Background: an optimization exercise with open tools, aiming at small area, a short achievable clock period and few clock cycles. Do not read the settings as production practice. In this exercise RTL edits were held to simulation tests only and were not proved equivalent to the original. No activity file was given, so power comes from the tool's default toggle rates.

$ cat flow/design.v
 module butterfly_ra2
 (
	rst_n,
	clk,
	bf_go,
	bf_done,
	wx,
	wy,
	x1,
	y1,
	x2,
	y2,
	bfx1,
	bfy1,
	bfx2,
	bfy2
 );
	input rst_n;
	input clk;
	input bf_go;
	output reg bf_done;
	input signed[7:0]wx;
	input signed[7:0]wy;
	input signed[7:0]x1;
	input signed[7:0]y1;
	input signed[7:0]x2;
	input signed[7:0]y2;
	output reg signed[8:0]bfx1;
	output reg signed[8:0]bfy1;
	output reg signed[8:0]bfx2;
	output reg signed[8:0]bfy2;
	reg [1:0]cnt;
	reg clc_en;
	reg signed [15:0]a;
	reg signed [15:0]b;
	reg signed [15:0]c;
	reg signed [15:0]d;
	reg signed[7:0]r_x1;
	reg signed[7:0]r_y1;
	reg signed[15:0]rel;
	reg signed[15:0]img;
	always@(posedge clk or negedge rst_n)
	if(!rst_n)
		clc_en <= 1'd0;
	else if(bf_go)
		clc_en <= 1'd1;
	else if(cnt == 2'b11)
		clc_en <= 1'd0;
	always@(posedge clk or negedge rst_n)
	if(!rst_n)begin
		r_x1 = 8'd0;
		r_y1 = 8'd0;
	end
	else if(bf_go)begin
		r_x1 <= x1;
		r_y1 <= y1;
		end
	always@(posedge clk or negedge rst_n)
	if(!rst_n)
		cnt <= 2'd0;
	else if(bf_go)
		cnt <= 2'd1;
	else if(clc_en)
		cnt <= cnt + 1'b1;
	always@(posedge clk or negedge rst_n)
	if(!rst_n)begin
		bfx1 <= 9'd0;
		bfy1 <= 9'd0;
	   bfx2 <= 9'd0;
      bfy2 <= 9'd0;
		rel <=15'd0;
		img <=15'd0;
	end else if(bf_go | clc_en )
		case(cnt)
			1: 
				begin 
					a <= x2*wx;
					b <= y2*wy;
					c <= y2*wx;
					d <= x2*wy;
				end
			2:
				begin
					rel <= (a - b);
					img <= (c + d);	
				end
			3:
				begin
					bfx1 <= {r_x1[7],r_x1} + rel[15:7];
					bfy1 <= {r_y1[7],r_y1} + img[15:7];
					bfx2 <= {r_x1[7],r_x1} - rel[15:7];
					bfy2 <= {r_y1[7],r_y1} - img[15:7];
				end
			default:;
		endcase
	always @(posedge clk or negedge rst_n)
	if(!rst_n)
		bf_done <= 1'b0;
	else if(cnt == 2'd3)
		bf_done <= 1'b1;
	else
		bf_done <= 1'b0;
 endmodule
 module butterfly_ra2_seri
 (
	rst_n,
	clk,
	bf_go,
	bf_done,  
	datax,
	datay,
	wx, 
	wy,
	wren, 
	bfx,
	bfy
 );
 	input rst_n;
	input clk;
	input bf_go;
	output reg bf_done;
	input[7:0]datax;
	input[7:0]datay;
	input[7:0]wx; 
	input[7:0]wy;
	output reg[7:0]bfx;
	output reg[7:0]bfy;
	output reg wren;
	reg signed[7:0]r_wx;
	reg signed[7:0]r_wy;
	reg signed[7:0]x1;
	reg signed[7:0]y1;
	reg signed[7:0]x2;
	reg signed[7:0]y2;
	wire signed[8:0]bfx1;
	wire signed[8:0]bfy1;
	wire signed[8:0]bfx2;
	wire signed[8:0]bfy2;
	wire bbf_done;
	reg r_bbf_go;
	reg[3:0]cnt;
	reg cnt_en;
	always@(posedge clk or negedge rst_n)
	if(!rst_n)
		cnt_en <= 1'd0;
	else if(bf_go)
		cnt_en <= 1'b1;
	else if(cnt >= 4'd7)
		cnt_en <= 1'd0;
	always@(posedge clk or negedge rst_n)
	if(!rst_n)
		cnt <= 'd0;
	else if(cnt_en)
		cnt <= cnt + 1'b1;
	else
		cnt <= 'd0;
	always@(posedge clk or negedge rst_n)
	if(!rst_n)begin
		r_bbf_go <= 1'b0;
		bf_done <= 1'b0;
		bfx <= 8'd0;
	   bfy <= 8'd0;
		wren <= 1'b0;
	end
	else  
		case(cnt)
			0:begin
				x1 <= datax;
				y1 <= datay;
				r_wx <= wx;
				r_wy <= wy;
				wren <= 1'b00;
				bf_done <= 1'b0;
			end
			1:begin
				x2 <= datax;
				y2 <= datay;
				r_bbf_go <= 1'd1;				
			end
			2:begin
				r_bbf_go <= 1'd0;
			end
			6:begin
				bfx <= bfx1[8:1];
				bfy <= bfy1[8:1];
				wren <= 1'b1;
			end
			7:begin
				bfx <= bfx2[8:1];
				bfy <= bfy2[8:1];			
				wren <= 1'b1;
				bf_done <= 1'b1;
			end
			8:begin
				wren <= 1'b00;
				bf_done <= 1'b0;
			end
			default:;
		endcase
	butterfly_ra2 bflab1(
		.rst_n(rst_n),
		.clk(clk),
		.bf_go(r_bbf_go),
		.bf_done(bbf_done),
		.wx(r_wx),
		.wy(r_wy),
		.x1(x1),
		.y1(y1),
		.x2(x2),
		.y2(y2),
		.bfx1(bfx1),
		.bfy1(bfy1),
		.bfx2(bfx2),
		.bfy2(bfy2)
	 );
 endmodule
module ram128 (
	address,
	clock,
	data,
	wren,
	q);
	input	[6:0]  address;
	input	  clock;
	input	[15:0]  data;
	input	  wren;
	output	[15:0]  q;
	reg [15:0] mem [0:127];
	reg [6:0] addr_r;
	always @(posedge clock) begin
		if (wren)
			mem[address] <= data;
		addr_r <= address;
	end
	assign q = mem[addr_r];
endmodule
module wnp (
	address,
	clock,
	q);
	input	[5:0]  address;
	input	  clock;
	output	reg [15:0]  q;
	reg [5:0] addr_r;
	always @(posedge clock)
		addr_r <= address;
	always @(*)
		case (addr_r)
			6'd0: q = 16'h7f00;
			6'd1: q = 16'h7ffa;
			6'd2: q = 16'h7ef4;
			6'd3: q = 16'h7eed;
			6'd4: q = 16'h7de7;
			6'd5: q = 16'h7be1;
			6'd6: q = 16'h7adb;
			6'd7: q = 16'h78d5;
			6'd8: q = 16'h75cf;
			6'd9: q = 16'h73ca;
			6'd10: q = 16'h70c4;
			6'd11: q = 16'h6dbf;
			6'd12: q = 16'h6ab9;
			6'd13: q = 16'h66b4;
			6'd14: q = 16'h62af;
			6'd15: q = 16'h5eab;
			6'd16: q = 16'h5aa6;
			6'd17: q = 16'h55a2;
			6'd18: q = 16'h519e;
			6'd19: q = 16'h4c9a;
			6'd20: q = 16'h4796;
			6'd21: q = 16'h4193;
			6'd22: q = 16'h3c90;
			6'd23: q = 16'h368d;
			6'd24: q = 16'h318b;
			6'd25: q = 16'h2b88;
			6'd26: q = 16'h2586;
			6'd27: q = 16'h1f85;
			6'd28: q = 16'h1983;
			6'd29: q = 16'h1382;
			6'd30: q = 16'h0c82;
			6'd31: q = 16'h0681;
			6'd32: q = 16'h0081;
			6'd33: q = 16'hfa81;
			6'd34: q = 16'hf482;
			6'd35: q = 16'hed82;
			6'd36: q = 16'he783;
			6'd37: q = 16'he185;
			6'd38: q = 16'hdb86;
			6'd39: q = 16'hd588;
			6'd40: q = 16'hcf8b;
			6'd41: q = 16'hca8d;
			6'd42: q = 16'hc490;
			6'd43: q = 16'hbf93;
			6'd44: q = 16'hb996;
			6'd45: q = 16'hb49a;
			6'd46: q = 16'haf9e;
			6'd47: q = 16'haba2;
			6'd48: q = 16'ha6a6;
			6'd49: q = 16'ha2ab;
			6'd50: q = 16'h9eaf;
			6'd51: q = 16'h9ab4;
			6'd52: q = 16'h96b9;
			6'd53: q = 16'h93bf;
			6'd54: q = 16'h90c4;
			6'd55: q = 16'h8dca;
			6'd56: q = 16'h8bcf;
			6'd57: q = 16'h88d5;
			6'd58: q = 16'h86db;
			6'd59: q = 16'h85e1;
			6'd60: q = 16'h83e7;
			6'd61: q = 16'h82ed;
			6'd62: q = 16'h82f4;
			6'd63: q = 16'h81fa;
			default: q = 16'h0000;
		endcase
endmodule
module fft(
	rst_n,
	clk,
	data1,
	fft_go,
	fft_done,
	fft_res
);
	input rst_n;
	input clk;
	input signed[7:0]data1;
	input fft_go;
	output reg fft_done;
	output [15:0]fft_res;	
	reg[7:0]current_state;
	reg[7:0]next_state;
	reg rad_data_en; 
	reg[6:0]rd_cnt;
	reg[6:0]ot_cnt;
	reg unsigned[6:0]rd_data_add; 
	reg r_wren;
	reg [3:0]lay_cnt;	 
	reg [6:0]r_lay_cnt; 
	reg [6:0]bf_cnt;	 
	wire bf_done;		 
	reg unsigned [6:0]bstep;
	reg[5:0]rom_wn;
	reg[3:0]bf_clc_cnt;
	reg bf_go;
	wire[15:0]ram_out;
	wire[15:0]ram_data_in;
	wire[15:0]bf_data_out;
	wire[15:0]w_wnp;
	wire[15:0]fft_data_out;
	reg[6:0]ram_add_prv;
	reg fft_done_pre;
	localparam[7:0]
		IDEL  = 8'b0000_0001,
		RADDAT= 8'b0000_0010,
		FBKSEQ= 8'b0000_0100,
		FFTCLC= 8'b0001_0000,
		FFTOUT= 8'b0100_0000;
	ram128 ram_rel(
		.address(rd_data_add),
		.clock(clk),
		.data(ram_data_in),
		.wren(r_wren & ~((current_state == FFTCLC) & (bf_cnt == 7'd0))),
		.q(ram_out));
	wnp wnp_tab(
		.address(rom_wn),
		.clock(clk),
		.q(w_wnp));
	always@(posedge clk or negedge rst_n )
	if(!rst_n)
		lay_cnt <= 4'b0;
	else if(current_state == IDEL)
		lay_cnt <= 4'b0;
	else if((current_state == FFTCLC)&(bf_cnt == 7'd64)&(bf_clc_cnt == 4'd9))
		lay_cnt <= lay_cnt + 1'd1;
	always@(posedge clk or negedge rst_n )
	if(!rst_n)
		r_lay_cnt <= 1'b0;
	else 
		r_lay_cnt <= 1'b1 << lay_cnt;			
	always@(posedge clk or negedge rst_n)
	if(!rst_n)
		bf_cnt <= 7'b0;
	else if(current_state == IDEL)
		bf_cnt <= 7'b0;
	else if((current_state == FFTCLC)&(bf_clc_cnt == 4'd0)&(r_wren == 1'b1))
		if(bf_cnt < 7'd64)
			bf_cnt <= bf_cnt + 1'd1;
		else
			bf_cnt <= 7'd1;
	always@(posedge clk or negedge rst_n)
	if(!rst_n)
		bstep <= 7'b0;
	else 
		bstep <= 7'b1<<(lay_cnt );
	always@(posedge clk or negedge rst_n)
	if(!rst_n)
		bf_clc_cnt <= 4'b0;
	else 
		if((current_state == FFTCLC)&(bf_clc_cnt < 4'd9))
			bf_clc_cnt <= bf_clc_cnt + 1'd1;
		else	
			bf_clc_cnt <= 4'd0;
	always@(posedge clk or negedge rst_n)
	if(!rst_n)begin
		rd_data_add <= 7'd0;
		r_wren <= 1'd0;
		bf_go <= 1'd0;
		ram_add_prv <='d0;
		rom_wn <= 6'd0;
	end 
	else case(current_state)
		RADDAT :begin
			r_wren <= 1'd1;
			rd_data_add <= {rd_cnt[0],rd_cnt[1],rd_cnt[2],rd_cnt[3],rd_cnt[4],rd_cnt[5],rd_cnt[6]}; 
		end
		FFTCLC :
			case(bf_clc_cnt)
				0:begin
					bf_go <= 1'd1; 
					r_wren <= 1'd0;
					rd_data_add[0] <= (r_lay_cnt[6]|r_lay_cnt[5]|r_lay_cnt[4]|r_lay_cnt[3]|r_lay_cnt[2]|r_lay_cnt[1])&(bf_cnt[0]) ;
					rd_data_add[1] <= (r_lay_cnt[6]|r_lay_cnt[5]|r_lay_cnt[4]|r_lay_cnt[3]|r_lay_cnt[2])&(bf_cnt[1])|(r_lay_cnt[0])&bf_cnt[0];
					rd_data_add[2] <= (r_lay_cnt[6]|r_lay_cnt[5]|r_lay_cnt[4]|r_lay_cnt[3])&(bf_cnt[2])|(r_lay_cnt[1]|r_lay_cnt[0])&bf_cnt[1];
					rd_data_add[3] <= (r_lay_cnt[6]|r_lay_cnt[5]|r_lay_cnt[4])&(bf_cnt[3])|(r_lay_cnt[2]|r_lay_cnt[1]|r_lay_cnt[0])&bf_cnt[2];
					rd_data_add[4] <= (r_lay_cnt[6]|r_lay_cnt[5])&(bf_cnt[4])|(r_lay_cnt[3]|r_lay_cnt[2]|r_lay_cnt[1]|r_lay_cnt[0])&bf_cnt[3];
					rd_data_add[5] <= (r_lay_cnt[6])&(bf_cnt[5])|(r_lay_cnt[4]|r_lay_cnt[3]|r_lay_cnt[2]|r_lay_cnt[1]|r_lay_cnt[0])&bf_cnt[4];
					rd_data_add[6] <= (r_lay_cnt[5]|r_lay_cnt[4]|r_lay_cnt[3]|r_lay_cnt[2]|r_lay_cnt[1]|r_lay_cnt[0])&bf_cnt[5];
					rom_wn <={r_lay_cnt[6],r_lay_cnt[6],r_lay_cnt[6],r_lay_cnt[6],r_lay_cnt[6],r_lay_cnt[6]}&{bf_cnt[5],bf_cnt[4],bf_cnt[3],bf_cnt[2],bf_cnt[1],bf_cnt[0]}|
								{r_lay_cnt[5],r_lay_cnt[5],r_lay_cnt[5],r_lay_cnt[5],r_lay_cnt[5],r_lay_cnt[5]}&{bf_cnt[4],bf_cnt[3],bf_cnt[2],bf_cnt[1],bf_cnt[0],1'b0}|
								{r_lay_cnt[4],r_lay_cnt[4],r_lay_cnt[4],r_lay_cnt[4],r_lay_cnt[4],r_lay_cnt[4]}&{bf_cnt[3],bf_cnt[2],bf_cnt[1],bf_cnt[0],1'b0,1'b0}|
								{r_lay_cnt[3],r_lay_cnt[3],r_lay_cnt[3],r_lay_cnt[3],r_lay_cnt[3],r_lay_cnt[3]}&{bf_cnt[2],bf_cnt[1],bf_cnt[0],1'b0,1'b0,1'b0}|
								{r_lay_cnt[2],r_lay_cnt[2],r_lay_cnt[2],r_lay_cnt[2],r_lay_cnt[2],r_lay_cnt[2]}&{bf_cnt[1],bf_cnt[0],1'b0,1'b0,1'b0,1'b0}|
								{r_lay_cnt[1],r_lay_cnt[1],r_lay_cnt[1],r_lay_cnt[1],r_lay_cnt[1],r_lay_cnt[1]}&{bf_cnt[0],1'b0,1'b0,1'b0,1'b0,1'b0}|
								{r_lay_cnt[0],r_lay_cnt[0],r_lay_cnt[0],r_lay_cnt[0],r_lay_cnt[0],r_lay_cnt[0]}&{1'b0,1'b0,1'b0,1'b0,1'b0,1'b0};					
				end
				1:begin
					bf_go <= 1'd0;
					ram_add_prv <= rd_data_add;
					rd_data_add <= rd_data_add + bstep;  
				end
				8:begin
					r_wren <= 1'd1;
					rd_data_add <= ram_add_prv;  
				end
				9:begin
					rd_data_add <= rd_data_add + bstep;
				end
				default:;
			endcase	
		FFTOUT:begin
			rd_data_add <= ot_cnt;
		end
		default:begin
			r_wren <= 1'b0;
		end
	endcase
	always@(posedge clk or negedge rst_n )
	if(!rst_n)
		rd_cnt <= 1'b0;
	else if(current_state == IDEL)
		rd_cnt <= 7'd0;
	else if(current_state == RADDAT)
		rd_cnt <= rd_cnt + 1'd1;
	always@(posedge clk or negedge rst_n)
	if(!rst_n)
		ot_cnt <= 7'd0;
	else if(current_state == FFTOUT)
		ot_cnt <= ot_cnt + 1'b1;
	else
		ot_cnt <= 7'd0;
	always@(posedge clk or negedge rst_n )
	if(!rst_n) begin
		fft_done_pre <= 1'b0;
		fft_done <= 1'b0;
	end
	else begin
		fft_done_pre <= (current_state == FFTOUT);
		fft_done <= fft_done_pre;
	end
	always@(posedge clk or negedge rst_n )
	if(!rst_n)
		current_state <= IDEL;
	else
		current_state <= next_state;
	always@(posedge clk or negedge rst_n )
	if(!rst_n)
		next_state <= IDEL;
	else case(current_state)
		IDEL	:begin
					if(fft_go)
						next_state <= RADDAT;
				end
		RADDAT:begin
						if(rd_cnt == 7'b111_1111)
							next_state <= FFTCLC;
				end
		FFTCLC:begin
						if((lay_cnt == 4'd7) &(bf_cnt == 7'b100_0000 ))
							next_state <= FFTOUT;
				end
		FFTOUT:begin
					if(ot_cnt == 7'b111_1110)
						next_state <= IDEL;
				end
		endcase
	butterfly_ra2_seri bfcalc(
		.rst_n(rst_n),
		.clk(clk),
		.bf_go(bf_go),
		.bf_done(bf_done),  
		.datax(ram_out[15:8]),  
		.datay(ram_out[7:0]),	 
		.wx(w_wnp[15:8]), 
		.wy(w_wnp[7:0]),
		.wren(), 
		.bfx(bf_data_out[15:8]),
		.bfy(bf_data_out[7:0]));
	assign fft_res = fft_done ? ram_out : 16'd0;
	assign ram_data_in = (current_state == FFTCLC) ? bf_data_out : {data1, 8'd0};
endmodule
$ cat flow/run.sh
#!/bin/bash
# synth_recipe.tcl (not shown) runs the flow's synth.tcl, then flattens the netlist and writes it again
# the make line also repeats each setting of config.mk as NAME=value (left out here)
make -C /OpenROAD-flow-scripts/flow DESIGN_CONFIG=/design/flow/config.mk WORK_HOME=/design/flow/orfs CLKGATE_MAP_FILE= SYNTH_SCRIPT=/design/flow/synth_recipe.tcl finish
$ cat flow/config.mk
export PLATFORM = sky130hd
export DESIGN_NAME = fft
export DESIGN_NICKNAME = fft
export VERILOG_FILES = /design/flow/design.v
export SDC_FILE = /design/flow/constraint.sdc
export NUM_CORES = 4
export LEC_CHECK = 0
export CAP_MARGIN = 20
export CORE_MARGIN = 2
export CORE_UTILIZATION = 40
export SLEW_MARGIN = 20
$ cat flow/constraint.sdc
create_clock -name core_clock -period 8.0 [get_ports {clk}]
set_input_delay 1.6000 -clock core_clock [delete_from_list [all_inputs] [get_ports {clk}]]
set_output_delay 1.6000 -clock core_clock [all_outputs]
set_load 0.01 [all_outputs]
==> results.txt <==
==> cell type report <==
| class | instances | area, um2 |
|---|---|---|
| Tap cell | 3384 | 4230 |
| Clock buffer | 282 | 6060 |
| Fill cell | 22000 | 141000 |
| Multi-Input combinational cell | 3085 | 31300 |
| Clock inverter | 154 | 1800 |
| Sequential cell | 2332 | 69100 |
| Antenna cell | 6 | 15.0 |
| Inverter | 413 | 1550 |
| Timing Repair Buffer | 249 | 2110 |
==> metal layers <==
| layer | GRT usage | share of wire | routed length, um | up-vias |
|---|---|---|---|---|
| met2 | 0.315 | 0.48 | 124000 | 1865 |
| met4 | 0.0562 | 0.028 | 7350 | 2 |
| li1 | - | - | - | 23700 |
| met5 | 0 | 0.000050 | 13 | - |
| met1 | 0.277 | 0.43 | 112000 | 28800 |
| met3 | 0.0303 | 0.065 | 16800 | 387 |
==> cell usage in the layout (no fill, tap or decap), types with 76 or more instances in the layout <==
| master | synthesis | final |
|---|---|---|
| fa_1 | 225 | 225 |
| nand2_1 | 279 | 271 |
| mux4_2 | 412 | 412 |
| ha_1 | 211 | 211 |
| mux2_2 | 84 | 84 |
| buf_4 | 42 | 206 |
| xnor2_1 | 95 | 95 |
| a211oi_1 | 79 | 76 |
| and2_1 | 196 | 188 |
| o22ai_1 | 96 | 96 |
| nor2b_1 | 83 | 83 |
| clkbuf_16 | 0 | 233 |
| o21ai_0 | 148 | 148 |
| a21oi_1 | 155 | 155 |
| mux2i_1 | 304 | 304 |
| nor2_1 | 262 | 259 |
| inv_1 | 411 | 411 |
| edfxtp_1 | 2160 | 2160 |
| dfrtp_1 | 157 | 157 |
==> worst min-delay path by stage <==
stage | start | endpoint | depth (start not counted)
6_report | fft_done_pre | fft_done | 0
5_1_grt | fft_done_pre | fft_done | 0
4_1_cts | fft_done_pre | fft_done | 0
3_5_place_dp | fft_done_pre | fft_done | 0
3_3_place_gp | fft_done_pre | fft_done | 0
2_1_floorplan | fft_done_pre | fft_done | 0
==> state kept, by name, summed over array words and instances, names as in the netlist, 9 cells and up, named ones only <==
signal,count
bfcalc.bflab1.rel,9
ram_rel.mem,2048
bfcalc.bflab1.b,16
bfcalc.bflab1.img,9
bfcalc.bflab1.c,16
bfcalc.bflab1.d,16
bfcalc.bflab1.a,16
==> per-stage QoR <==
step / instances / cell area (um2) / setup WS, ps / hold slack [ps]
5_1_grt: 9899 / 116000 / 643 / 366
4_1_cts: 9898 / 116000 / 648 / 360
2_1_floorplan: 6126 / 103000 / 3550 / 331
6_report: 9905 / 116000 / 785 / 359
3_5_place_dp: 9462 / 108000 / 1610 / 343
3_3_place_gp: 9460 / 108000 / 1540 / 346
==> cells by family (layout without fill, tap and decap cells) <==
kind of cell | Yosys count | count (layout) | share of synthesized area
AND/OR/NAND/NOR | 1006 | 1006 | 0.0482
XOR/XNOR | 115 | 115 | 0.00975
other | 0 | 6 | 0
AO/OA/AOI/OAI | 728 | 728 | 0.0459
flip-flops | 2332 | 2332 | 0.669
buffers and inverters | 709 | 1098 | 0.0294
adder cells (fa/ha/maj) | 436 | 436 | 0.0692
multiplexers | 800 | 800 | 0.128
==> worst max-delay path, stage by stage, from the launching register on <==
cell,delay [ps]
dfxtp_4,590
buf_4,610
buf_4,460
mux4_2,540
mux2i_1,130
o21ai_0,150
a211oi_1,1040
nor3_2,390
and2_1,300
clkdlybuf4s50_1,470
==> power by group <==
| part | leakage, nW | switching (mW) | internal (mW) |
|---|---|---|---|
| clock | 3.80 | 4.79 | 6.37 |
| sequential | 19.5 | 0.0299 | 13.4 |
| combinational | 12.4 | 1.32 | 0.996 |
| total | 35.7 | 6.14 | 20.7 |
==> results.yml <==
outcome:
  outcome: "finished clean"
global_routing:
  grt_pass1_wl_um: 380000
  grt-ovfl-total: 0
  grt_antenna_before_repair: 8
  first_global_vias: 55200
  grt_max_degree: 99
  track_usage: 0.196
clock_tree:
  numCtsBuffers: 231
  clk_pin_slew_ps: 60
  tritoncts: "built"
  cts-hold-fix-buffers: 0
  clock_path_buffers: 3
  clk_latency_ps: 900
  cts-resized-gates: 0
  cts-htree-levels: 4
  cts_setup_buffers: 0
  cts_root_buf: "clkbuf_16"
  clock_sinks: 2332
route:
  viasPerCell: 5.53
  wl_per_cell_um: 26.2
  ant_nets: 0
  vias: 54700
  drt-pass1-iter-count: 6
  dr.first_iter.drc_count: 5778
  drc: 0
  routed_wl_um: 260000
logic_synthesis:
  synthArstFlopShare: 0.0682
  syn_inst: 6126
  synth_area_leaders: "edfxtp_1 (63%), mux4_2 (9.0%), fa_1 (4.4%), dfrtp_1 (3.8%), mux2i_1 (2.9%)"
  ys_ff_latch: 2332
  synth-edff-count: 2160
  synth_common_cells: "edfxtp_1 (2,160), mux4_2 (412), inv_1 (411)"
  syn_nets: 6573
  yosysMostFrequentCell: "edfxtp_1"
  syn-cell-area_mm2: 0.103
  yosysTopAreaCell: "edfxtp_1"
  avgSynthCellArea_um2: 16.9
  synth_top_area_frac: 0.628
  ys_types: 82
  synthFlopType: "edfxtp_1"
  ys_seq_area_frac: 0.669
  synth-warning-count: 5
pwr:
  p_leak_nw: 35.7
  fin_total_pwr_mw: 26.9
  power.density_mw_per_mm2: 231
  peakVddDrop_mv: 0.216
sta:
  tightest_slew_ps: 1220
  setup_viol: 0
  max_freq_mhz: 139
  hold_violations: 0
  skew_ps: 79.6
  min_period_ps: 7210
  slew_violations: 0
  fin_crit_sh: 0.902
  rsz0062_at_grt: "no"
  setup_tns_ps: 0
  maxSlewHeadroom: 0.180
cells_and_area:
  syn_to_final_growth_pct: 12.5
  drive_above_1_share: 0.176
  nNetsFinal: 6759
  utilization: 0.452
job:
  cap_violations: 0
floorplan:
  ios: 28
  dieHeight_um: 512
  start_util: 0.402
  die_w_um: 512
  dieArea_mm2: 0.262
  rows: 186
  core_mm2: 0.257
worst_setup_path:
  path_class: "reg -> out"
  r2r_setup_slack_ps: 2860
  start_kind: "flip-flop"
  reg2reg_depth: 17
  r2r_start: "bfcalc.r_wx[2]"
  r2r-end: "bfcalc.bflab1.c[15]"
  crit_arrival_ps: 5610
  crit_end: "fft_res[10]"
  cp_data_required_time_ps: 6400
  end_kind: "primary output"
  crit_fanout: 40
place:
  numPortBuffers: 27
  dp_hpwl_um: 162000
  place_congestion: 0.869
hold_path:
  hold_path.class: "reg -> reg"
Testbench counts, summed over its fixed seeds: cycles 227,664.

## what the ideal ports hide
The flow's constraints put no driver on any port. The routed layout listed below was extracted and timed again, unchanged, in two steps.
Step 1: set_driving_cell puts a clkbuf_16 on clk and a buf_2 on each other input, an assumption about the parent block.
Step 2 moves the port delays by t, midway between the first and last clock arrival at a register: inputs arrive t later, outputs are due t later. That takes back most of the time a late clock gives input paths.
Three values: ideal, step 1, step 2; two values: the first two.
shift t [ns]: 0.950
slack for setup (ns): 0.785 / 0.690 / 1.640
worst register clock-pin slew, ns: 0.07 / 0.07
worst slew at a driven data input, ns: 0.14
cell pins on the clock port's net: 1
After both steps setup and hold are still met in this run. For this run, drivers alone change the setup slack by -0.095 ns; drivers and shift together by +0.855 ns.
